Source: an optimization exercise on an open RTL-to-GDS flow (aim: small area, a short achievable clock period and few clock cycles). Production flows keep margins and buffers that such runs may drop.
Function was not checked in any run shown here: the RTL went through the layout flow alone.
No activity file was given, so power comes from the tool's default toggle rates.

==> flow/design.v (outline; a module is shown in full before it is edited, if it fits) <==
// module MulTree: 1616 lines
// module ALU: 37 lines
// module AddImm: 7 lines
// module BrCmp: 18 lines
// module RegRead: 23 lines
// module LMux: 8 lines
// module JSel: 10 lines
// module BrSel: 9 lines
// module CPU: 224 lines
module CPU(clk,reset,imem_addr,imem_rdata,dmem_addr,dmem_we,dmem_wdata,dmem_rdata);
  // ...
==> flow/flow/run.sh <==
#!/bin/bash
# Standard synthesis and layout (the standard.sh), with:
#  - repair_timing aimed at a short clock period: the setup margin asks every path for this
#    much slack at the design's period, so the resizer works on the paths that set the
#    period the layout achieves;
#  - sizing free to change a cell's footprint; port buffers start as buf_4;
#  - clock tree synthesis without dummy loads, with larger sink clusters;
#  - the repair after global routing on pessimistic wire parasitics (flow/grt_rc.tcl).
# make's full output goes to make_finish.log here; each step's log is under orfs/logs/.
set -euo pipefail
bash standard.sh \
  PRE_GLOBAL_ROUTE_TCL="$PWD/flow/grt_rc.tcl" \
  SETUP_SLACK_MARGIN=14.8 \
  MATCH_CELL_FOOTPRINT=0 \
  BUFFER_PORTS_ARGS="-buffer_cell sky130_fd_sc_hd__buf_4" \
  CTS_ARGS="-sink_clustering_enable -repair_clock_nets -dont_use_dummy_load -sink_clustering_size 25 -sink_clustering_max_diameter 70" \
  finish > make_finish.log 2>&1
==> flow/flow/grt_rc.tcl <==
# Sourced before global routing (PRE_GLOBAL_ROUTE_TCL): the repair after global routing sees
# wires 25% more resistive and capacitive than the platform's estimate, since the routed and
# extracted wires come out slower than that estimate.
set s 1.25
foreach {layer c r} {
  li1  1.499e-04   7.176e-02
  met1 1.72375E-04 8.929e-04
  met2 1.36233E-04 8.929e-04
  met3 2.14962E-04 1.567e-04
  met4 1.48128E-04 1.567e-04
  met5 1.54087E-04 1.781e-05
} {
  set_layer_rc -layer $layer -capacitance [expr {$c * $s}] -resistance [expr {$r * $s}]
}
set_wire_rc -signal -layer met1
set_wire_rc -clock -layer met3
==> flow/standard.sh <==
#!/bin/bash
# synth_recipe.tcl (not shown) runs the flow's synth.tcl, then flattens the netlist and writes it again
# the make line also repeats each setting of config.mk as NAME=value (left out here)
make -C /OpenROAD-flow-scripts/flow DESIGN_CONFIG=/design/flow/config.mk WORK_HOME=/design/flow/orfs CLKGATE_MAP_FILE= SYNTH_SCRIPT=/design/flow/synth_recipe.tcl "${@:-finish}"
==> flow/config.mk <==
export PLATFORM = sky130hd
export DESIGN_NAME = CPU
export DESIGN_NICKNAME = CPU
export VERILOG_FILES = /design/flow/design.v
export SDC_FILE = /design/flow/constraint.sdc
export NUM_CORES = 8
export LEC_CHECK = 0
export CAP_MARGIN = 30
export CORE_MARGIN = 2
export CORE_UTILIZATION = 55
export PLACE_DENSITY = 0.7
export SETUP_SLACK_MARGIN = 0.4
export SLEW_MARGIN = 30
export SYNTH_HIERARCHICAL = 1
==> flow/constraint.sdc <==
create_clock -name core_clock -period 20.0 [get_ports {clk}]
set_input_delay 4.0000 -clock core_clock [delete_from_list [all_inputs] [get_ports {clk}]]
set_output_delay 4.0000 -clock core_clock [all_outputs]
set_load 0.01 [all_outputs]
==> out/metrics.cfg, run 1 <==
[synthesis]
synth_seq_area_share = 0.4493
post_synthesis_adder_cell_area_fraction = 0.1249
main_area_contributors_after_synthesis = edfxtp_1 38%, fa_1 9.2%, a22oi_1 7.9%
synth_top_cell_area_share = 0.3758

[clock_network]
cts-root-to-sink-buffers = 3
clock-root-buffer = clkbuf_16

[outcome]
run_status = no timing/DRC/antenna violations

[place]
portBuffers = 160
preCtsSetupSlack_ns = 14.13

[sta]
timing.fmax_ghz = 0.1896

[power_and_ir_drop]
intPower_mw = 6.394
peak_vdd_ir_mv = 0.1099
sw_frac_of_total = 0.4195

[drt]
route.antenna.remaining_nets = 0
drt-initial-drc-count = 13640
vias = 74230
met2_wirelength_um = 162700

[floorplanning]
floorplan.die_area_sq_um = 164600
die_w_um = 405.7
boundaryPins = 163

[worst_setup_path]
required_ns = 16.00
end_kind = output port
critical_path.slowest_cell = dfxtp_4
rr_endpoint = m_c[31]
timing.reg2reg.setup_slack_ns = 14.83
number_of_logic_stages_on_the_critical_path_including_buffering = 1

[hold_path]
holdPathStages = 0
hold_path_end = m_mul

[finish]
drive_above_1_share = 0.1970
stdcell_area_sq_um = 99530
register_cell_area_after_layout_sq_um = 40250
multi_input_area_share = 0.4704

[grt]
initial_antenna_violation_count = 25

[run]
max-cap-violations = 0

==> inputs of run 2 (changes only) <==
--- a/flow/flow/run.sh
+++ b/flow/flow/run.sh
@@ -6,11 +6,14 @@
 #  - sizing free to change a cell's footprint; port buffers start as buf_4;
 #  - clock tree synthesis without dummy loads, with larger sink clusters;
 #  - the repair after global routing on pessimistic wire parasitics (flow/grt_rc.tcl).
+#  - repair_timing works on the worst 5% of the failing endpoints only (TNS_END_PERCENT),
+#    which keeps it from sizing up paths that do not set the period.
 # make's full output goes to make_finish.log here; each step's log is under orfs/logs/.
 set -euo pipefail
 bash standard.sh \
   PRE_GLOBAL_ROUTE_TCL="$PWD/flow/grt_rc.tcl" \
   SETUP_SLACK_MARGIN=14.8 \
+  TNS_END_PERCENT=5 \
   MATCH_CELL_FOOTPRINT=0 \
   BUFFER_PORTS_ARGS="-buffer_cell sky130_fd_sc_hd__buf_4" \
   CTS_ARGS="-sink_clustering_enable -repair_clock_nets -dont_use_dummy_load -sink_clustering_size 25 -sink_clustering_max_diameter 70" \
==> run 2 against run 1 <==
Hold slack worse by 0.0021 ns. Fmax is 1.1% lower. Flip-flop and latch count stayed put.
==> out/metrics.cfg, run 2 <==
[drt]
vias = 72730  ; was 74230
drt_drc_violations_left = 0  ; unchanged
drt-initial-drc-count = 13100  ; was 13640
routed_wl_um = 372400  ; was 385300 um
detailedRoute.firstPassIterationCount = 10  ; was 11
route.antenna.remaining_nets = 0  ; unchanged
avgViaCountPerCell = 7.348  ; was 7.421
wl_per_cell_um = 37.63  ; was 38.52 um

[synthesis]
async_s_r_ff_share_synth = 0.03368  ; unchanged
synth_seq_area_share = 0.4493  ; unchanged
synth_top_flop_cell = edfxtp_1  ; unchanged
synth_area_per_cell_sq_um = 11.36  ; unchanged
synth_cells = 7812  ; unchanged
most_used_standard_cell_by_instance_count_after_synthesis = edfxtp_1  ; unchanged
yosys_register_bits = 1425  ; unchanged
synth_top_cell_area_share = 0.3758  ; unchanged
largest_area_contributor_in_the_netlist = edfxtp_1  ; unchanged
synth_enable_flop_cells = 1111  ; unchanged
synth_cell_types = 117  ; unchanged
synth.cells.most_frequent = 1111 x edfxtp_1, 940 x a22oi_1, 777 x nand2_1, 409 x fa_1, 395 x clkbuf_1  ; unchanged
netlist_area_sq_um = 88770  ; unchanged
main_area_contributors_after_synthesis = edfxtp_1 38%, fa_1 9.2%, a22oi_1 7.9%  ; unchanged
ys_warn_count = 8  ; unchanged

[place]
globalplace.congestion = 1.052  ; was 1.070
dpl.cell_count = 9687  ; was 9699
placed_area_sq_um = 91240  ; was 91360 sq um
portBuffers = 160  ; unchanged
detailed_place_hpwl_um = 246500  ; was 250400 um

[clock_network]
ctsHoldBuffers = 0  ; unchanged
clock_latency_ns = 0.83  ; was 0.84 ns
cts_buffers = 98  ; was 97
cts-root-to-sink-buffers = 3  ; unchanged
cts.htree.levels = 3  ; unchanged
cts_num_sinks = 1425  ; unchanged
worst_setup_hold_path_clk_slew_ns = 0.06  ; was 0.08 ns
clock-root-buffer = clkbuf_16  ; unchanged
cts_tree = built  ; unchanged

[finish]
drive_above_1_share = 0.1772  ; was 0.1970
finalNetCount = 8425  ; was 8540
post_layout_nonfiller_instances = 9898  ; was 10000
final_cell_mix = 1111 x edfxtp_1, 873 x a22oi_1, 740 x nand2_1  ; was 1111 x edfxtp_1, 899 x a22oi_1, 743 x nand2_1
largest_register_ff_count = 992  ; unchanged
stdcell_area_sq_um = 97870  ; was 99530 sq um
registers.top_by_ff_count = rf  ; unchanged
final_common_cell = edfxtp_1  ; unchanged
fillCellCount = 12810  ; was 12630
layout-area-overhead-vs-synth_pct = 10.25  ; was 12.12%

[power_and_ir_drop]
peak_vdd_ir_mv = 0.09417  ; was 0.1099 mV
power_density_nw_per_um2 = 108.9  ; was 110.7 nW/um^2
total_leakage_power_nw = 32.41  ; was 33.34 nW

[floorplanning]
initial_utilization = 0.5535  ; unchanged
floorplan.die_area_sq_um = 164600  ; unchanged
boundaryPins = 163  ; unchanged
floorplan.rows = 147  ; unchanged
chipHeight_um = 405.7  ; unchanged
fp.coreArea_sq_um = 160400  ; unchanged
die_w_um = 405.7  ; unchanged

[worst_setup_path]
cp-start-kind = flip-flop  ; unchanged
worst_ep_arrival_time_ns = 5.91  ; was 1.28 ns
timing_worst_setup_path_type = reg2reg  ; was reg2out
end_kind = flip-flop  ; was output port
required_ns = 20.58  ; was 16.00 ns
crit_fanout = 44  ; was 2

[sta]
finalCritPeriodShare = 0.2666  ; was 0.2638
rsz_0062_raised_after_global_routing = yes  ; unchanged
final-hold-violation-count = 0  ; unchanged
slew-limit-headroom = 0.3114  ; was 0.2380
timing.fmax_ghz = 0.1875  ; was 0.1896 GHz
timing.clock.skew_ns = 0.1539  ; was 0.1325 ns
sum_of_negative_setup_slack_ns = 0  ; unchanged
final-setup-viol-count = 0  ; unchanged
timing_max_transition_violations_final = 0  ; unchanged
timing.final.crit_period_ns = 5.333  ; was 5.275 ns
tightestPinTransition_ns = 1.033  ; was 1.131 ns

[grt]
track_usage = 0.4399  ; was 0.4510
grt_pass1_vias = 68740  ; was 69110
initial_antenna_violation_count = 28  ; was 25
global_route_wire_length_before_repair_um = 512600  ; was 524400 um
grt_max_degree = 65  ; unchanged
grt_overflow = 0  ; unchanged

[hold_path]
timing.hold.worst.class = reg2reg  ; unchanged

[outcome]
run_status = no timing/DRC/antenna violations  ; unchanged

[run]
max-cap-violations = 0  ; unchanged

==> run 2: cell counts after synthesis <==
No cell type changed its count.
==> run 2: repair_timing <==
item                                    4_1_cts  5_1_grt
setup buffers                                19       46
pin swaps                                    18      111
gates resized for setup                     224      470
endpoints found under the setup margin      102      170
cloned                                        8       11
==> run 2: area by class of cell <==
cell class / count / area (sq um) / area share
diodes: 22 / 55.05 / 0.0005625
multi-input cells: 5370 / 46970 / 0.4799
well taps: 2160 / 2703 / 0.02761
repair buffers: 433 / 4136 / 0.04227
inverters: 390 / 1470 / 0.01502
flip-flops and latches: 1425 / 40080 / 0.4095
clock buffers: 98 / 2452 / 0.02506
==> run 2: report_power, final <==
| group | internal [mW] | switching (mW) | total, mW |
|---|---|---|---|
| Combinational | 1.42 | 3.01 | 4.43 |
| Clock | 0.859 | 0.987 | 1.85 |
| Sequential | 3.93 | 0.450 | 4.38 |
| Total | 6.21 | 4.44 | 10.7 |
==> run 2: layer usage <==
layer,global-route usage,share of wire
met5,0,0.00071
met4,0.2832,0.087
met3,0.1611,0.15
met2,0.6451,0.42
met1,0.5484,0.34
==> run 2: path summary, 6_finish.rpt <==
check,startpoint,slack [ns],cells after the start,to
max,opa[6],14.67,16,m_c[31]
max reg2reg,opa[6],14.67,16,m_c[31]
min reg2reg,e_ld,0.40,0,m_ld
min,e_ld,0.40,0,m_ld
max in group asynchronous,reset,15.80,3,rfv[7]
min in group asynchronous,reset,3.63,3,e_dst[1]
==> run 2: through the flow <==
stage                     setup slack [ns]  hold WS [ns]  power (mW)    util
final                                14.67        0.3997       10.66  0.6102
after global routing                 14.44        0.4239       11.53  0.6099
after CTS                            14.69        0.3901       10.20  0.5904
after detailed placement             13.91        0.3776       8.267  0.5689
after global placement               13.81        0.3765       8.216  0.5688
after floorplan                      14.13        0.3606       6.606       -
==> run 2: cells by family after synthesis <==
logic type,Yosys count,share of synthesized area
compound gates,2191,0.1815
simple gates,1822,0.09992
flops,1425,0.4493
buf+inv,1024,0.05245
fa+ha+maj,641,0.1249
mux,401,0.06138
xor+xnor,306,0.03043
other cells,2,0.00008460
==> run 2: Yosys stat by module, one instance, submodules excluded, a selection <==
module	times used	flops+latches	cell area, sq um	cells inside
ALU	1	0	7108	967
MulTree	1	0	13220	1399
RegRead	2	0	5776	812
CPU	1	1425	50460	3183
BrCmp	1	0	1235	150
==> run 2: critical path, stage by stage (launching register included) <==
cell and delay (ns):
dfxtp_2 0.32, buf_12 0.17, and2_4 0.22, fa_1 0.53, inv_1 0.05, fa_2 0.35
fa_2 0.64, fa_1 0.45, fa_2 0.36, fa_1 0.50, fa_2 0.40, xor2_2 0.19
xnor2_1 0.19, xnor2_1 0.11, xnor2_1 0.26, xnor2_2 0.15, xnor3_1 0.22
==> module CPU, before the edit <==
module CPU(clk,reset,imem_addr,imem_rdata,dmem_addr,dmem_we,dmem_wdata,dmem_rdata);
	input clk,reset;
	output [31:0] imem_addr;
	input  [31:0] imem_rdata;
	output [31:0] dmem_addr;
	output dmem_we;
	output [31:0] dmem_wdata;
	input  [31:0] dmem_rdata;
	reg [31:2] fpc;         
	reg        f2v;         
	reg [31:0] sk;          
	reg        skv;
	reg [31:0] ir;          
	reg        irv;
	reg [31:2] ipc4;        
	reg        jdone;       
	reg [7:0]  rs_lo, rt_lo;  
	reg [3:0]  rs_hi, rt_hi;  
	reg [31:0] opa, opb;    
	reg [4:0]  e_dst;       
	reg        e_ld, e_mul;
	reg        e_sub;       
	reg [7:0]  e_sel;
	reg        e_left, e_sra;
	reg [31:0] m_res;       
	reg [31:0] m_s, m_c;    
	reg [4:0]  m_dst;
	reg        m_ld, m_mul;
	reg [31:0] daddr, dwdata;
	reg        dwe;
	reg [31:0] rf [1:31];
	reg [31:1] rfv;         
	assign imem_addr  = {fpc, 2'b00};
	assign dmem_addr  = daddr;
	assign dmem_we    = dwe;
	assign dmem_wdata = dwdata;
	wire [5:0] op = ir[31:26];
	wire [4:0] rs = ir[25:21];
	wire [4:0] rt = ir[20:16];
	wire [4:0] rd = ir[15:11];
	wire [5:0] fn = ir[5:0];
	wire [15:0] imm = ir[15:0];
	wire c_mem   = op[5];                                   
	wire c_sw    = op[5] & op[3];
	wire c_lw    = op[5] & ~op[3];
	wire c_mul   = ~op[5] & op[4];                           
	wire c_imm   = ~op[5] & ~op[4] & op[3];                  
	wire c_br    = ~op[5] & ~op[4] & ~op[3] & op[2];         
	wire c_j     = ~op[5] & ~op[4] & ~op[3] & ~op[2] & op[1];  
	wire c_r     = op == 6'd0;
	wire c_jr    = c_r & ~fn[5] & fn[3];                     
	wire c_shift = c_r & ~fn[5] & ~fn[3];
	wire c_alur  = c_r & fn[5];                              
	wire c_lui   = c_imm & op[2] & op[1];                    
	wire c_link  = (c_j & op[0]) | (c_jr & fn[0]);            
	wire [4:0] dst = (c_r | c_mul) ? ((c_jr & ~fn[0]) ? 5'd0 : rd) :
	                 (c_imm | c_lw) ? rt :
	                 (c_j & op[0]) ? 5'd31 : 5'd0;
	wire use_rs  = ~c_j & ~c_lui;
	wire use_rt  = c_r | c_mul | c_br | c_sw;
	wire c_bj    = c_br | c_jr;      
	wire [3:0] afn = c_alur ? fn[3:0] : {1'b0, op[2:0]};
	wire a_arith = c_alur | c_imm;                   
	wire d_sub  = c_alur & (fn[3:1] == 3'b001 | fn[3:1] == 3'b101) |
	              c_imm & (op[2:1] == 2'b01);         
	wire d_slt  = a_arith & (c_alur ? fn[3:0] == 4'ha : op[2:0] == 3'h2);
	wire d_sltu = a_arith & (c_alur ? fn[3:0] == 4'hb : op[2:0] == 3'h3);
	wire d_and  = a_arith & (c_alur ? fn[3:0] == 4'h4 : op[2:0] == 3'h4);
	wire d_or   = c_alur & (fn[3:0] == 4'h5);
	wire d_xor  = c_alur & (fn[3:0] == 4'h6);
	wire d_nor  = c_alur & (fn[3:0] == 4'h7);
	wire d_shl  = c_shift;
	wire d_sum  = ~(d_slt | d_sltu | d_and | d_or | d_xor | d_nor | d_shl);
	wire [32*31-1:0] rf_flat;
	genvar q;
	generate for (q = 1; q < 32; q = q + 1) begin : rff
		assign rf_flat[32*q-1 -: 32] = rf[q];
	end endgenerate
	wire [31:0] rs_rf, rt_rf;
	RegRead read_rs(.lo(rs_lo), .hi(rs_hi), .rf(rf_flat), .rfv(rfv), .q(rs_rf));
	RegRead read_rt(.lo(rt_lo), .hi(rt_hi), .rf(rf_flat), .rfv(rfv), .q(rt_rf));
	wire [31:0] m_prod = m_s + m_c;
	wire [31:0] m_alu = m_mul ? m_prod : m_res;
	wire [31:0] m_out;
	LMux #(32) m_out_mux(.s(m_ld), .a(dmem_rdata), .b(m_alu), .y(m_out));
	wire [31:0] e_out;
	wire rs_e = (rs != 5'd0) & (rs == e_dst);
	wire rt_e = (rt != 5'd0) & (rt == e_dst);
	wire rs_m = (rs != 5'd0) & (rs == m_dst);
	wire rt_m = (rt != 5'd0) & (rt == m_dst);
	wire e_late = e_ld | e_mul;
	wire m_late = m_ld | m_mul;
	wire [31:0] rs_early = rs_m ? m_res : rs_rf;                 
	wire [31:0] rt_early = rt_m ? m_res : rt_rf;
	wire [31:0] rs_mid = rs_e ? e_out : rs_early;                
	wire rs_ld = ~rs_e & rs_m & m_ld;
	wire rt_ld = ~rt_e & rt_m & m_ld;
	wire [31:0] rs_nold = rs_m ? m_alu : rs_rf;
	wire [31:0] rt_nold = rt_m ? m_alu : rt_rf;
	wire stall = irv & ((use_rs & rs_e & (e_late | c_mem)) |
	                    (c_br & (rs_e | rt_e) & ~e_sel[0]) |
	                    (use_rt & rt_e & e_late) |
	                    ((c_mem | c_bj) & rs_m & m_late) |
	                    (c_br & rt_m & m_late));
	wire br_taken;
	BrCmp brcmp(.e_sum(e_sum), .rs_early(rs_early), .rt_early(rt_early), .rs_e(rs_e), .rt_e(rt_e),
	            .bt(op[1:0]), .taken(br_taken));
	wire [31:2] br_tgt = ipc4 + {{14{imm[15]}}, imm};
	wire [31:0] agu_sum;
	AddImm #(32) agu(.a(rs_early), .imm(imm), .s(agu_sum));
	wire [31:0] e_sum;
	ALU alu(.opa(opa), .opb(opb), .sub(e_sub), .sel(e_sel), .left(e_left), .sra(e_sra), .out(e_out),
	        .sum_out(e_sum));
	wire [31:0] mt_s, mt_c;
	MulTree mul_tree(.a(opa), .b(opb), .s(mt_s), .c(mt_c));
	wire d_free  = ~irv | ~stall;                  
	wire d_go    = irv & ~stall;                    
	wire d_gobr  = d_go & c_br;
	wire d_jump  = d_go & (c_jr | (c_j & ~jdone));  
	wire [31:2] d_jtgt = c_jr ? rs_mid[31:2] : {ipc4[31:28], ir[25:0]};
	wire aw_j    = ~(imem_rdata[31] | imem_rdata[30] | imem_rdata[29] | imem_rdata[28]) & imem_rdata[27];
	wire f2ok    = f2v & d_free & ~skv;              
	wire f2j     = f2ok & aw_j;
	wire hold    = ~d_free & (skv | f2v);
	wire [31:2] fpc_rest = reset ? 30'd0 : d_jump ? d_jtgt : hold ? fpc : fpc + 30'd1;
	wire [31:2] fpc_nb, fpc_next;
	wire f2j_ok = f2ok & ~d_jump;
	JSel #(15) fpc_j_lo(.op(imem_rdata[31:27]), .ok(f2j_ok), .a(imem_rdata[14:0]), .b(fpc_rest[16:2]), .y(fpc_nb[16:2]));
	JSel #(15) fpc_j_hi(.op(imem_rdata[31:27]), .ok(f2j_ok), .a({fpc[31:28], imem_rdata[25:15]}), .b(fpc_rest[31:17]), .y(fpc_nb[31:17]));
	wire nb_redir = d_jump | f2j | hold;            
	wire br_redir = d_gobr & br_taken;
	BrSel #(15) fpc_br_lo(.taken(br_taken), .go(d_gobr), .a(br_tgt[16:2]), .b(fpc_nb[16:2]), .y(fpc_next[16:2]));
	BrSel #(15) fpc_br_hi(.taken(br_taken), .go(d_gobr), .a(br_tgt[31:17]), .b(fpc_nb[31:17]), .y(fpc_next[31:17]));
	always @(posedge clk) fpc <= fpc_next;
	always @(posedge clk or posedge reset) begin
		if (reset) begin
			f2v <= 1'b0;          
			skv <= 1'b0;          
			irv <= 1'b0;
		end else begin
			f2v <= ~(br_redir | nb_redir);
			if (br_redir | d_jump) begin
				irv <= 1'b0;
				skv <= 1'b0;
			end else if (d_free) begin
				irv <= skv | f2v;
				skv <= 1'b0;
			end else if (f2v & ~skv) begin
				skv <= 1'b1;
			end
		end
	end
	wire [31:0] ir_next = skv ? sk : imem_rdata;
	always @(posedge clk) begin
		if (d_free) begin
			ir    <= ir_next;
			ipc4  <= fpc;
			jdone <= f2j;
			rs_lo <= 8'd1 << ir_next[23:21];
			rs_hi <= 4'd1 << ir_next[25:24];
			rt_lo <= 8'd1 << ir_next[18:16];
			rt_hi <= 4'd1 << ir_next[20:19];
		end
		if (~d_free & ~skv) sk <= imem_rdata;
	end
	wire a_const = c_link | c_shift | c_lui;
	wire b_const = c_link | c_imm;
	wire [4:0] rot_amt = fn[1] ? ir[10:6] : 5'd0 - ir[10:6];
	wire [31:0] a_fix = c_link ? {ipc4, 2'b00} : c_shift ? {22'd0, ir[10:6], rot_amt} : 32'd0;
	wire [31:0] b_fix = c_link ? 32'd0 : c_lui ? {imm, 16'd0} :
	                    (op[2:0] == 3'h4) ? {16'd0, imm} : {{16{imm[15]}}, imm};
	wire [31:0] opa_e, opa_next, opb_e, opb_next, dwdata_e, dwdata_next;
	assign opa_e = (~a_const & rs_e) ? e_out : a_const ? a_fix : rs_nold;
	LMux #(32) opa_l_mux(.s(~a_const & rs_ld), .a(dmem_rdata), .b(opa_e), .y(opa_next));
	assign opb_e = (~b_const & rt_e) ? e_out : b_const ? b_fix : rt_nold;
	LMux #(32) opb_l_mux(.s(~b_const & rt_ld), .a(dmem_rdata), .b(opb_e), .y(opb_next));
	assign dwdata_e = rt_e ? e_out : rt_nold;
	LMux #(32) dwd_l_mux(.s(rt_ld), .a(dmem_rdata), .b(dwdata_e), .y(dwdata_next));
	always @(posedge clk or posedge reset) begin
		if (reset) begin
			e_dst <= 5'd0;
			e_ld  <= 1'b0;
			e_mul <= 1'b0;
		end else begin
			e_dst <= d_go ? dst : 5'd0;
			e_ld  <= d_go & c_lw;
			e_mul <= d_go & c_mul;
		end
	end
	always @(posedge clk) dwe <= ~reset & d_go & c_sw;
	always @(posedge clk) begin
		e_sub  <= d_sub;
		e_sel  <= {d_shl, d_nor, d_xor, d_or, d_and, d_sltu, d_slt, d_sum};
		e_left <= ~fn[1];
		e_sra  <= fn[0];
		opa    <= opa_next;
		opb    <= opb_next;
		daddr  <= agu_sum;
		dwdata <= dwdata_next;
	end
	always @(posedge clk or posedge reset) begin
		if (reset) begin
			m_dst <= 5'd0;
			m_ld  <= 1'b0;
			m_mul <= 1'b0;
		end else begin
			m_dst <= e_dst;
			m_ld  <= e_ld;
			m_mul <= e_mul;
		end
	end
	always @(posedge clk) begin
		m_res <= e_out;
		m_s   <= mt_s;
		m_c   <= mt_c;
	end
	always @(posedge clk or posedge reset) begin
		if (reset) rfv <= 31'd0;
		else if (m_dst != 5'd0) rfv[m_dst] <= 1'b1;
	end
	always @(posedge clk) begin
		if (m_dst != 5'd0) rf[m_dst] <= m_out;
	end
endmodule
==> inputs of run 3 (changes only) <==
--- a/flow/design.v
+++ b/flow/design.v
@@ -1810,7 +1810,7 @@
 	wire [31:0] m_prod = m_s + m_c;
 	wire [31:0] m_alu = m_mul ? m_prod : m_res;
 	wire [31:0] m_out;
-	LMux #(32) m_out_mux(.s(m_ld), .a(dmem_rdata), .b(m_alu), .y(m_out));
+	assign m_out = m_ld ? dmem_rdata : m_alu;
 	wire [31:0] e_out;
 	wire rs_e = (rs != 5'd0) & (rs == e_dst);
 	wire rt_e = (rt != 5'd0) & (rt == e_dst);
@@ -1899,11 +1899,11 @@
 	                    (op[2:0] == 3'h4) ? {16'd0, imm} : {{16{imm[15]}}, imm};
 	wire [31:0] opa_e, opa_next, opb_e, opb_next, dwdata_e, dwdata_next;
 	assign opa_e = (~a_const & rs_e) ? e_out : a_const ? a_fix : rs_nold;
-	LMux #(32) opa_l_mux(.s(~a_const & rs_ld), .a(dmem_rdata), .b(opa_e), .y(opa_next));
+	assign opa_next = (~a_const & rs_ld) ? dmem_rdata : opa_e;
 	assign opb_e = (~b_const & rt_e) ? e_out : b_const ? b_fix : rt_nold;
-	LMux #(32) opb_l_mux(.s(~b_const & rt_ld), .a(dmem_rdata), .b(opb_e), .y(opb_next));
+	assign opb_next = (~b_const & rt_ld) ? dmem_rdata : opb_e;
 	assign dwdata_e = rt_e ? e_out : rt_nold;
-	LMux #(32) dwd_l_mux(.s(rt_ld), .a(dmem_rdata), .b(dwdata_e), .y(dwdata_next));
+	assign dwdata_next = rt_ld ? dmem_rdata : dwdata_e;
 	always @(posedge clk or posedge reset) begin
 		if (reset) begin
 			e_dst <= 5'd0;
--- a/flow/flow/run.sh
+++ b/flow/flow/run.sh
@@ -6,14 +6,11 @@
 #  - sizing free to change a cell's footprint; port buffers start as buf_4;
 #  - clock tree synthesis without dummy loads, with larger sink clusters;
 #  - the repair after global routing on pessimistic wire parasitics (flow/grt_rc.tcl).
-#  - repair_timing works on the worst 5% of the failing endpoints only (TNS_END_PERCENT),
-#    which keeps it from sizing up paths that do not set the period.
 # make's full output goes to make_finish.log here; each step's log is under orfs/logs/.
 set -euo pipefail
 bash standard.sh \
   PRE_GLOBAL_ROUTE_TCL="$PWD/flow/grt_rc.tcl" \
   SETUP_SLACK_MARGIN=14.8 \
-  TNS_END_PERCENT=5 \
   MATCH_CELL_FOOTPRINT=0 \
   BUFFER_PORTS_ARGS="-buffer_cell sky130_fd_sc_hd__buf_4" \
   CTS_ARGS="-sink_clustering_enable -repair_clock_nets -dont_use_dummy_load -sink_clustering_size 25 -sink_clustering_max_diameter 70" \
==> run 3 against run 2 <==
Still clean. Critical path depth is 15 lower. Sequential power increased by 4%. Highest routed layer unchanged. Flip-flop and latch count stayed put. Via count is 1.8% higher. Clock power increased by 5%. Critical endpoint is now dmem_wdata[30].
==> out/metrics.cfg, run 3 <==
[sta]
tightestPinTransition_ns = 1.106  ; was 1.033 ns
sum_of_negative_setup_slack_ns = 0  ; unchanged
timing.fmax_ghz = 0.1864  ; was 0.1875 GHz
timing_max_transition_violations_final = 0  ; unchanged
finalCritPeriodShare = 0.2682  ; was 0.2666
final-hold-violation-count = 0  ; unchanged
timing.clock.skew_ns = 0.1620  ; was 0.1539 ns
slew-limit-headroom = 0.2596  ; was 0.3114
final_critical_path_setup_slack_ns = 14.64  ; was 14.67 ns
timing.final.crit_period_ns = 5.363  ; was 5.333 ns
finalHoldWorstSlack_ns = 0.3920  ; was 0.3997 ns
rsz_0062_raised_after_global_routing = yes  ; unchanged
final-setup-viol-count = 0  ; unchanged

[synthesis]
yosys_register_bits = 1425  ; unchanged
synth_top_family_by_area = compound AO/OA/AOI/OAI gates  ; unchanged
synth_top_cell_area_share = 0.3821  ; was 0.3758
synth_top_flop_cell = edfxtp_1  ; unchanged
synth-compound-area-share = 0.1875  ; was 0.1815
post_synthesis_adder_cell_area_fraction = 0.1270  ; was 0.1249
async_s_r_ff_share_synth = 0.03368  ; unchanged
synth_simple_gate_area_share = 0.1035  ; was 0.09992
fraction_of_synthesized_area_in_multiplexers = 0.04278  ; was 0.06138
main_area_contributors_after_synthesis = edfxtp_1 38%, fa_1 9.4%, a22oi_1 8.0%  ; was edfxtp_1 38%, fa_1 9.2%, a22oi_1 7.9%
synth.cells.most_frequent = 1111 x edfxtp_1, 933 x a22oi_1, 793 x nand2_1, 416 x clkbuf_1, 409 x fa_1  ; was 1111 x edfxtp_1, 940 x a22oi_1, 777 x nand2_1, 409 x fa_1, 395 x clkbuf_1
netlist_area_sq_um = 87300  ; was 88770 sq um
largest_area_contributor_in_the_netlist = edfxtp_1  ; unchanged
ys_warn_count = 8  ; unchanged
synth_xor_area_frac = 0.03164  ; was 0.03043
most_used_standard_cell_by_instance_count_after_synthesis = edfxtp_1  ; unchanged
synth_seq_area_share = 0.4569  ; was 0.4493
synth_cell_types = 115  ; was 117
synth_enable_flop_cells = 1111  ; unchanged
synth_area_per_cell_sq_um = 11.19  ; was 11.36 sq um
synth_cells = 7805  ; was 7812

[hold_path]
hold_path_end = m_ld  ; unchanged
min-delay-start = e_ld  ; unchanged
holdPathStages = 0  ; unchanged
timing.hold.worst.class = reg2reg  ; unchanged

[place]
dpl.cell_count = 9622  ; was 9687
preCtsSetupSlack_ns = 14.11  ; was 13.91 ns
placed_area_sq_um = 90300  ; was 91240 sq um
globalplace.congestion = 1.070  ; was 1.052
portBuffers = 160  ; unchanged
detailed_place_hpwl_um = 258100  ; was 246500 um

[drt]
routed_wl_um = 391100  ; was 372400 um
avgViaCountPerCell = 7.509  ; was 7.348
wl_per_cell_um = 39.66  ; was 37.63 um
drt_drc_violations_left = 0  ; unchanged
detailedRoute.firstPassIterationCount = 9  ; was 10
route.antenna.remaining_nets = 0  ; unchanged
vias = 74050  ; was 72730
drt-initial-drc-count = 13690  ; was 13100

[floorplanning]
boundaryPins = 163  ; unchanged
floorplan.rows = 146  ; was 147
die_w_um = 402.4  ; was 405.7 um
floorplan.die_area_sq_um = 161900  ; was 164600 sq um
initial_utilization = 0.5525  ; was 0.5535
fp.coreArea_sq_um = 158000  ; was 160400 sq um
chipHeight_um = 402.4  ; was 405.7 um

[worst_setup_path]
crit_buf_inv = 1  ; was 2
cp-start-kind = flip-flop  ; unchanged
required_ns = 16.00  ; was 20.58 ns
timing_worst_setup_path_type = reg2out  ; was reg2reg
number_of_logic_stages_on_the_critical_path_including_buffering = 1  ; was 16
rr_endpoint = m_c[31]  ; unchanged
crit_fanout = 1  ; was 44
critical_path_cell_by_cell = buf_6  ; was buf_12 -> and2_4 -> fa_1 -> inv_1 -> fa_2 -> fa_2 -> fa_1 -> fa_2 -> fa_1 -> fa_2 -> xor2_2 -> xnor2_1 -> xnor2_1 -> xnor2_1 -> xnor2_2 -> xnor3_1
critPathMaxStageDelay_ns = 0.41  ; was 0.64 ns
worst_ep_arrival_time_ns = 1.36  ; was 5.91 ns
crit_family = flip-flops  ; was adder cells
r2r-start = opa[9]  ; was opa[6]
critical_path.slowest_cell = dfxtp_4  ; was fa_2
worst_r2r_path_depth = 17  ; was 16
crit_path_start = dwdata[30]  ; was opa[6]
end_kind = output port  ; was flip-flop
timing.reg2reg.setup_slack_ns = 14.70  ; was 14.67 ns

[power_and_ir_drop]
power.switching_mw = 5.135  ; was 4.443 mW
sw_frac_of_total = 0.4360  ; was 0.4169
peak_vdd_ir_mv = 0.09952  ; was 0.09417 mV
power.share.combinational = 0.448  ; was 0.416
power_density_nw_per_um2 = 121.4  ; was 108.9 nW/um^2
intPower_mw = 6.643  ; was 6.214 mW
power.share.sequential = 0.388  ; was 0.411
share_clk_of_total_power = 0.165  ; was 0.173
total_leakage_power_nw = 32.51  ; was 32.41 nW

[grt]
grt_max_degree = 63  ; was 65
initial_antenna_violation_count = 46  ; was 28
grt_overflow = 0  ; unchanged
global_route_wire_length_before_repair_um = 531400  ; was 512600 um
track_usage = 0.4633  ; was 0.4399
grt_pass1_vias = 70400  ; was 68740

[finish]
multiInputGateArea_sq_um = 45340  ; was 46970 sq um
drive_above_1_share = 0.1727  ; was 0.1772
register_cell_area_after_layout_sq_um = 40230  ; was 40080 sq um
stdcell_area_sq_um = 97040  ; was 97870 sq um
final_common_cell = edfxtp_1  ; unchanged
largest_register_ff_count = 992  ; unchanged
layout-area-overhead-vs-synth_pct = 11.16  ; was 10.25%
finalNetCount = 8469  ; was 8425
registers.top_by_ff_count = rf  ; unchanged
fillCellCount = 12370  ; was 12810
post_layout_nonfiller_instances = 9862  ; was 9898
final_cell_mix = 1111 x edfxtp_1, 896 x a22oi_1, 761 x nand2_1  ; was 1111 x edfxtp_1, 873 x a22oi_1, 740 x nand2_1

[clock_network]
cts.htree.levels = 3  ; unchanged
worst_setup_hold_path_clk_slew_ns = 0.07  ; was 0.06 ns
cts_num_sinks = 1425  ; unchanged
cts_buffers = 105  ; was 98
cts_tree = built  ; unchanged
cts-root-to-sink-buffers = 3  ; unchanged
clock-root-buffer = clkbuf_16  ; unchanged
clock_latency_ns = 0.84  ; was 0.83 ns

[run]
max-cap-violations = 0  ; unchanged

[outcome]
run_status = no timing/DRC/antenna violations  ; unchanged

[run 3: cell types whose count changed after synthesis, moves of 18 or more]
cell and delta:
nor2_1 +37, a21o_1 +18, a21oi_1 +29, o21bai_1 -30, clkbuf_1 +21, mux2_4 -120
[run 3: how the worst max path moves through the flow]
stage / end / slack, ns
6_report: dmem_wdata[30] / 14.64
4_1_cts: m_c[31] / 14.52
5_1_grt: m_c[31] / 14.44
3_3_place_gp: fpc[22] / 13.94
3_5_place_dp: m_c[31] / 14.11
2_1_floorplan: fpc[5] / 14.39
[run 3: repair_timing]
item / in CTS / in global routing
hold buffers: 0 / 0
pin swaps: 8 / 89
gates resized for setup: 288 / 439
setup buffers: 34 / 52
endpoints found under the setup margin: 134 / 265
gates cloned: 1 / 16
[run 3: cell families (layout without fill, tap and decap cells)]
| group | count (synthesis) | after routing |
|---|---|---|
| mux | 289 | 289 |
| fa+ha+maj | 641 | 641 |
| other cells | 2 | 33 |
| buf+inv | 1020 | 969 |
| flops | 1425 | 1425 |
| simple gates | 1877 | 1882 |
| compound gates | 2238 | 2238 |
| xor+xnor | 313 | 313 |
[run 3: final cells by class]
| cell class | instances | area share |
|---|---|---|
| Antenna cell | 30 | 0.0007736 |
| Clock buffer | 105 | 0.02708 |
| Inverter | 386 | 0.01497 |
| Multi-Input combinational cell | 5366 | 0.4673 |
| Sequential cell | 1425 | 0.4145 |
| Tap cell | 2072 | 0.02671 |
| Timing Repair Buffer | 478 | 0.04868 |
[run 3: modules after synthesis (local to each module, per instance), excerpt]
module | area, sq um | flip-flops and latches
MulTree | 13220 | 0
ALU | 7108 | 0
CPU | 51170 | 1425
BrCmp | 1235 | 0
RegRead | 5776 | 0
[run 3: layer usage]
layer | wire length, um | GRT usage | up-vias
li1 | - | - | 29140
met1 | 127200 | 0.5497 | 36190
met2 | 165800 | 0.6873 | 6797
met3 | 58830 | 0.1770 | 1896
met4 | 38550 | 0.3376 | 32
met5 | 691 | 0.01427 | -
[run 3: stage by stage]
step / total power, mW / utilization
6_report: 11.78 / 0.6142
5_1_grt: 12.78 / 0.6138
4_1_cts: 11.20 / 0.5951
3_5_place_dp: 9.143 / 0.5715
3_3_place_gp: 9.091 / 0.5707
2_1_floorplan: 7.091 / -
[run 3: power by group through the flow]
| stage | logic, mW | clock network [mW] | registers [mW] |
|---|---|---|---|
| floorplan | 2.75 | 0 | 4.34 |
| CTS | 4.76 | 1.93 | 4.51 |
| finish | 5.27 | 1.94 | 4.57 |
| global route | 5.97 | 2.16 | 4.65 |
| detailed placement | 4.58 | 0 | 4.57 |
| global placement | 4.53 | 0 | 4.56 |
==> inputs of run 4 (changes only) <==
--- a/flow/design.v
+++ b/flow/design.v
@@ -1850,20 +1850,20 @@
 	wire f2ok    = f2v & d_free & ~skv;              
 	wire f2j     = f2ok & aw_j;
 	wire hold    = ~d_free & (skv | f2v);
-	wire [31:2] fpc_rest = reset ? 30'd0 : d_jump ? d_jtgt : hold ? fpc : fpc + 30'd1;
+	wire [31:2] fpc_rest = reset ? 30'd1 : d_jump ? d_jtgt : hold ? fpc : fpc + 30'd1;
 	wire [31:2] fpc_nb, fpc_next;
-	wire f2j_ok = f2ok & ~d_jump;
+	wire f2j_ok = f2ok & ~d_jump & ~reset;
 	JSel #(15) fpc_j_lo(.op(imem_rdata[31:27]), .ok(f2j_ok), .a(imem_rdata[14:0]), .b(fpc_rest[16:2]), .y(fpc_nb[16:2]));
 	JSel #(15) fpc_j_hi(.op(imem_rdata[31:27]), .ok(f2j_ok), .a({fpc[31:28], imem_rdata[25:15]}), .b(fpc_rest[31:17]), .y(fpc_nb[31:17]));
 	wire nb_redir = d_jump | f2j | hold;            
 	wire br_redir = d_gobr & br_taken;
-	BrSel #(15) fpc_br_lo(.taken(br_taken), .go(d_gobr), .a(br_tgt[16:2]), .b(fpc_nb[16:2]), .y(fpc_next[16:2]));
-	BrSel #(15) fpc_br_hi(.taken(br_taken), .go(d_gobr), .a(br_tgt[31:17]), .b(fpc_nb[31:17]), .y(fpc_next[31:17]));
+	BrSel #(15) fpc_br_lo(.taken(br_taken), .go(d_gobr & ~reset), .a(br_tgt[16:2]), .b(fpc_nb[16:2]), .y(fpc_next[16:2]));
+	BrSel #(15) fpc_br_hi(.taken(br_taken), .go(d_gobr & ~reset), .a(br_tgt[31:17]), .b(fpc_nb[31:17]), .y(fpc_next[31:17]));
 	always @(posedge clk) fpc <= fpc_next;
 	always @(posedge clk or posedge reset) begin
 		if (reset) begin
-			f2v <= 1'b0;          
-			skv <= 1'b0;          
+			f2v <= 1'b1;
+			skv <= 1'b0;
 			irv <= 1'b0;
 		end else begin
 			f2v <= ~(br_redir | nb_redir);
--- a/flow/flow/run.sh
+++ b/flow/flow/run.sh
@@ -6,10 +6,13 @@
 #  - sizing free to change a cell's footprint; port buffers start as buf_4;
 #  - clock tree synthesis without dummy loads, with larger sink clusters;
 #  - the repair after global routing on pessimistic wire parasitics (flow/grt_rc.tcl).
+#  - the flops that drive output ports go next to their port buffers after global
+#    placement (flow/out_flops.tcl).
 # make's full output goes to make_finish.log here; each step's log is under orfs/logs/.
 set -euo pipefail
 bash standard.sh \
   PRE_GLOBAL_ROUTE_TCL="$PWD/flow/grt_rc.tcl" \
+  POST_GLOBAL_PLACE_TCL="$PWD/flow/out_flops.tcl" \
   SETUP_SLACK_MARGIN=14.8 \
   MATCH_CELL_FOOTPRINT=0 \
   BUFFER_PORTS_ARGS="-buffer_cell sky130_fd_sc_hd__buf_4" \
==> flow/flow/out_flops.tcl (new file) <==
# Sourced after global placement (POST_GLOBAL_PLACE_TCL). Each output port is driven by a
# port buffer placed near its pin; the flop that drives that buffer is moved next to it, so
# the path from the flop to the pin is short. Detailed placement then legalizes.
set block [ord::get_db_block]
set moved 0
foreach bterm [$block getBTerms] {
  if {[$bterm getIoType] ne "OUTPUT"} { continue }
  set net [$bterm getNet]
  if {$net eq "NULL"} { continue }
  set buf ""
  foreach iterm [$net getITerms] {
    if {[$iterm isOutputSignal]} { set buf [$iterm getInst] }
  }
  if {$buf eq ""} { continue }
  set flop ""
  foreach iterm [$buf getITerms] {
    if {![$iterm isInputSignal]} { continue }
    set in_net [$iterm getNet]
    if {$in_net eq "NULL"} { continue }
    foreach it2 [$in_net getITerms] {
      if {[$it2 isOutputSignal]} {
        set m [[$it2 getInst] getMaster]
        if {[string match "sky130_fd_sc_hd__df*" [$m getName]]} { set flop [$it2 getInst] }
      }
    }
  }
  if {$flop eq ""} { continue }
  set loc [$buf getLocation]
  $flop setLocation [lindex $loc 0] [lindex $loc 1]
  incr moved
}
puts "out_flops.tcl: moved $moved flops next to their output buffers"
==> run 4 against run 3 <==
Utilization up 0.56 points. Sequential power hardly changed. Wire length grew 3.5%. Synthesized area rose by 0.59%. Fmax grew 1.1%. Die area up 0.58%. Clock-buffer cell count fell by 3. Combinational power increased by 2%. Flip-flop and latch count did not move. First-iteration DRC count rose by 2.5%. Largest power group unchanged.
==> out/metrics.cfg, run 4 <==
[outcome]
run_status = no timing/DRC/antenna violations  ; unchanged

[sta]
sum_of_negative_setup_slack_ns = 0  ; unchanged
tightestPinTransition_ns = 1.165  ; was 1.106 ns
timing.fmax_ghz = 0.1885  ; was 0.1864 GHz
timing_max_transition_violations_final = 0  ; unchanged
rsz_0062_raised_after_global_routing = yes  ; unchanged
finalCritPeriodShare = 0.2652  ; was 0.2682
timing.final.crit_period_ns = 5.305  ; was 5.363 ns
slew-limit-headroom = 0.2234  ; was 0.2596
final-hold-violation-count = 0  ; unchanged
final-setup-viol-count = 0  ; unchanged
timing.clock.skew_ns = 0.1287  ; was 0.1620 ns
finalHoldWorstSlack_ns = 0.4153  ; was 0.3920 ns

[power_and_ir_drop]
total_leakage_power_nw = 32.84  ; was 32.51 nW
share_clk_of_total_power = 0.162  ; was 0.165
power_density_nw_per_um2 = 120.2  ; was 121.4 nW/um^2
peak_vdd_ir_mv = 0.09648  ; was 0.09952 mV
power.share.sequential = 0.386  ; was 0.388
power.switching_mw = 5.212  ; was 5.135 mW
sw_frac_of_total = 0.4410  ; was 0.4360
power.share.combinational = 0.452  ; was 0.448
intPower_mw = 6.605  ; was 6.643 mW

[synthesis]
ys_warn_count = 8  ; unchanged
synth_area_per_cell_sq_um = 11.14  ; was 11.19 sq um
synth_cell_types = 124  ; was 115
synth_cells = 7883  ; was 7805
synth_top_flop_cell = edfxtp_1  ; unchanged
synth_top_cell_area_share = 0.3799  ; was 0.3821
main_area_contributors_after_synthesis = edfxtp_1 38%, fa_1 9.3%, a22oi_1 8.0%  ; was edfxtp_1 38%, fa_1 9.4%, a22oi_1 8.0%
netlist_area_sq_um = 87820  ; was 87300 sq um
most_used_standard_cell_by_instance_count_after_synthesis = edfxtp_1  ; unchanged
async_s_r_ff_share_synth = 0.03368  ; unchanged
largest_area_contributor_in_the_netlist = edfxtp_1  ; unchanged
synth.cells.most_frequent = 1111 x edfxtp_1, 939 x a22oi_1, 821 x nand2_1, 422 x clkbuf_1, 409 x fa_1  ; was 1111 x edfxtp_1, 933 x a22oi_1, 793 x nand2_1, 416 x clkbuf_1, 409 x fa_1
yosys_register_bits = 1425  ; unchanged
synth_seq_area_share = 0.4542  ; was 0.4569
synth_enable_flop_cells = 1111  ; unchanged

[floorplanning]
fp.coreArea_sq_um = 158600  ; was 158000 sq um
floorplan.rows = 146  ; unchanged
initial_utilization = 0.5539  ; was 0.5525
boundaryPins = 163  ; unchanged
die_w_um = 403.6  ; was 402.4 um
floorplan.die_area_sq_um = 162900  ; was 161900 sq um
chipHeight_um = 403.6  ; was 402.4 um

[finish]
final_common_cell = edfxtp_1  ; unchanged
largest_register_ff_count = 992  ; unchanged
drive_above_1_share = 0.1788  ; was 0.1727
multiInputGateArea_sq_um = 45990  ; was 45340 sq um
fillCellCount = 12530  ; was 12370
final_cell_mix = 1111 x edfxtp_1, 884 x a22oi_1, 781 x nand2_1  ; was 1111 x edfxtp_1, 896 x a22oi_1, 761 x nand2_1
layout-area-overhead-vs-synth_pct = 11.90  ; was 11.16%
finalNetCount = 8561  ; was 8469
register_cell_area_after_layout_sq_um = 40270  ; was 40230 sq um
registers.top_by_ff_count = rf  ; unchanged

[worst_setup_path]
end_kind = output port  ; unchanged
critical_path.slowest_cell = dfxtp_4  ; unchanged
worst_ep_arrival_time_ns = 1.30  ; was 1.36 ns
critPathMaxStageDelay_ns = 0.37  ; was 0.41 ns
rr_endpoint = m_c[31]  ; unchanged
timing.reg2reg.setup_slack_ns = 14.84  ; was 14.70 ns
crit_fanout = 2  ; was 1
crit_family = flip-flops  ; unchanged
number_of_logic_stages_on_the_critical_path_including_buffering = 1  ; unchanged
worst_setup_path_endpoint = imem_addr[5]  ; was dmem_wdata[30]
worst_r2r_path_depth = 16  ; was 17
crit_path_start = fpc[5]  ; was dwdata[30]
required_ns = 16.00  ; about the same
crit_buf_inv = 1  ; unchanged
timing_worst_setup_path_type = reg2out  ; unchanged
cp-start-kind = flip-flop  ; unchanged
critical_path_cell_by_cell = buf_6  ; unchanged
r2r-start = opb[1]  ; was opa[9]

[run]
max-cap-violations = 0  ; unchanged

[clock_network]
ctsHoldBuffers = 0  ; unchanged
cts.htree.levels = 3  ; unchanged
worst_setup_hold_path_clk_slew_ns = 0.10  ; was 0.07 ns
cts_num_sinks = 1425  ; unchanged
clock-root-buffer = clkbuf_16  ; unchanged
cts_buffers = 102  ; was 105
cts-root-to-sink-buffers = 3  ; unchanged
cts_tree = built  ; unchanged
clock_latency_ns = 0.84  ; about the same

[grt]
global_route_wire_length_before_repair_um = 548000  ; was 531400 um
track_usage = 0.4789  ; was 0.4633
initial_antenna_violation_count = 48  ; was 46
grt_pass1_vias = 71950  ; was 70400
grt_max_degree = 60  ; was 63
grt_overflow = 0  ; unchanged

[hold_path]
timing.hold.worst.class = reg2reg  ; unchanged

[place]
portBuffers = 160  ; unchanged
detailed_place_hpwl_um = 258700  ; was 258100 um

[drt]
vias = 76200  ; was 74050
drt_drc_violations_left = 0  ; unchanged
routed_wl_um = 404800  ; was 391100 um
detailedRoute.firstPassIterationCount = 10  ; was 9
wl_per_cell_um = 40.65  ; was 39.66 um
drt-initial-drc-count = 14030  ; was 13690
route.antenna.remaining_nets = 0  ; unchanged
avgViaCountPerCell = 7.652  ; was 7.509

[run 4: kinds of logic (layout without fill, tap and decap cells)]
kind of cell               Yosys count  after routing  share of synthesized area
AOI/OAI and AO/OA                 2285           2285                     0.1912
xor gates and xnor gates           302            302                    0.03036
adders and majority gates          641            641                     0.1263
buffers and inverters             1027            990                    0.05052
DFF                               1425           1425                     0.4542
muxes                              286            286                    0.04221
other                                2             36                 0.00008552
and+or+nand+nor                   1915           1920                     0.1052
[run 4: routing by layer]
layer / up-vias / GRT usage / routed length (um)
met5: - / 0 / 337
met4: 34 / 0.3518 / 39980
met3: 2080 / 0.1950 / 65320
met2: 7454 / 0.6969 / 168900
met1: 37100 / 0.5718 / 130300
li1: 29530 / - / -
[run 4: how the worst min path moves through the flow]
stage               from   end  slack, ns  cells after the start
floorplan           e_ld  m_ld       0.37                      0
global placement    e_ld  m_ld       0.38                      0
detailed placement  e_ld  m_ld       0.39                      0
CTS                 e_ld  m_ld       0.40                      0
global route        e_ld  m_ld       0.43                      0
finish              e_ld  m_ld       0.42                      0
[run 4: what timing repair did]
item                                   CTS  global route
resized for setup                      369           458
setup buffers                           76            42
gates cloned                            17             9
setup endpoints to repair              129           228
endpoints found under the hold margin    0             0
pin swaps                               13            49
[run 4: Yosys stat by module (local to each module, per instance), excerpt]
| module | cells inside | copies in the design |
|---|---|---|
| CPU | 3398 | 1 |
| MulTree | 1399 | 1 |
| ALU | 967 | 1 |
| RegRead | 812 | 2 |
| BrCmp | 150 | 1 |
[run 4: layout make-up]
class | instances | share of cell area
flip-flops and latches | 1425 | 0.4098
repair buffers | 504 | 0.05423
multi-input cells | 5437 | 0.4680
diodes | 33 | 0.0008403
clock buffers | 102 | 0.02597
well taps | 2072 | 0.02638
inverters | 384 | 0.01481
[run 4: stage by stage]
stage | util | power, mW | worst slack (ns) | cells | cell area (sq um)
after detailed placement | 0.5713 | 8.985 | 13.97 | 9670 | 90580
after global routing | 0.6193 | 12.76 | 14.61 | 9930 | 98200
after floorplan | - | 6.976 | 14.43 | 7884 | 88070
after global placement | 0.5708 | 8.912 | 13.93 | 9668 | 90510
after CTS | 0.6006 | 11.19 | 14.70 | 9865 | 95230
final | 0.6198 | 11.82 | 14.70 | 9957 | 98270
[run 4: power by group through the flow]
stage                     Sequential, mW  Combinational [mW]  Clock [mW]
after CTS                           4.51                4.79        1.90
after global routing                4.63                5.99        2.14
after global placement              4.56                4.35           0
final                               4.56                5.35        1.92
after detailed placement            4.56                4.42           0
after floorplan                     4.29                2.69           0

[re-timing with driven ports]
The results above use ideal ports. As a check the final layouts listed here were re-extracted and re-timed, cells and wires unchanged.
Step 1 (the two cells are an assumption about what drives the block):
set clk [get_ports {clk}]
set_driving_cell -lib_cell sky130_fd_sc_hd__clkbuf_16 $clk
set_driving_cell -lib_cell sky130_fd_sc_hd__buf_2 [delete_from_list [all_inputs] $clk]
Step 2, shift: input delay + t, output delay - t, t = (earliest + latest rising clock arrival at the registers) / 2. This alone moves slack from input paths to output paths.
a / b / c = no drivers / after step 1 / after step 2; a / b = the first two.
run	t, ns	setup WS [ns]	pins driven straight from the clock port
run 1	0.866	14.725 / 14.636 / 14.141	1
run 2	0.835	14.668 / 14.613 / 14.161	1
run 3	0.856	14.637 / 14.542 / 14.331	1
run 4	0.862	14.695 / 14.608 / 14.084	1
After both steps every run listed still meets setup and hold. For run 4, which loses most, drivers alone change the setup slack by -0.087 ns; drivers and shift together by -0.611 ns.
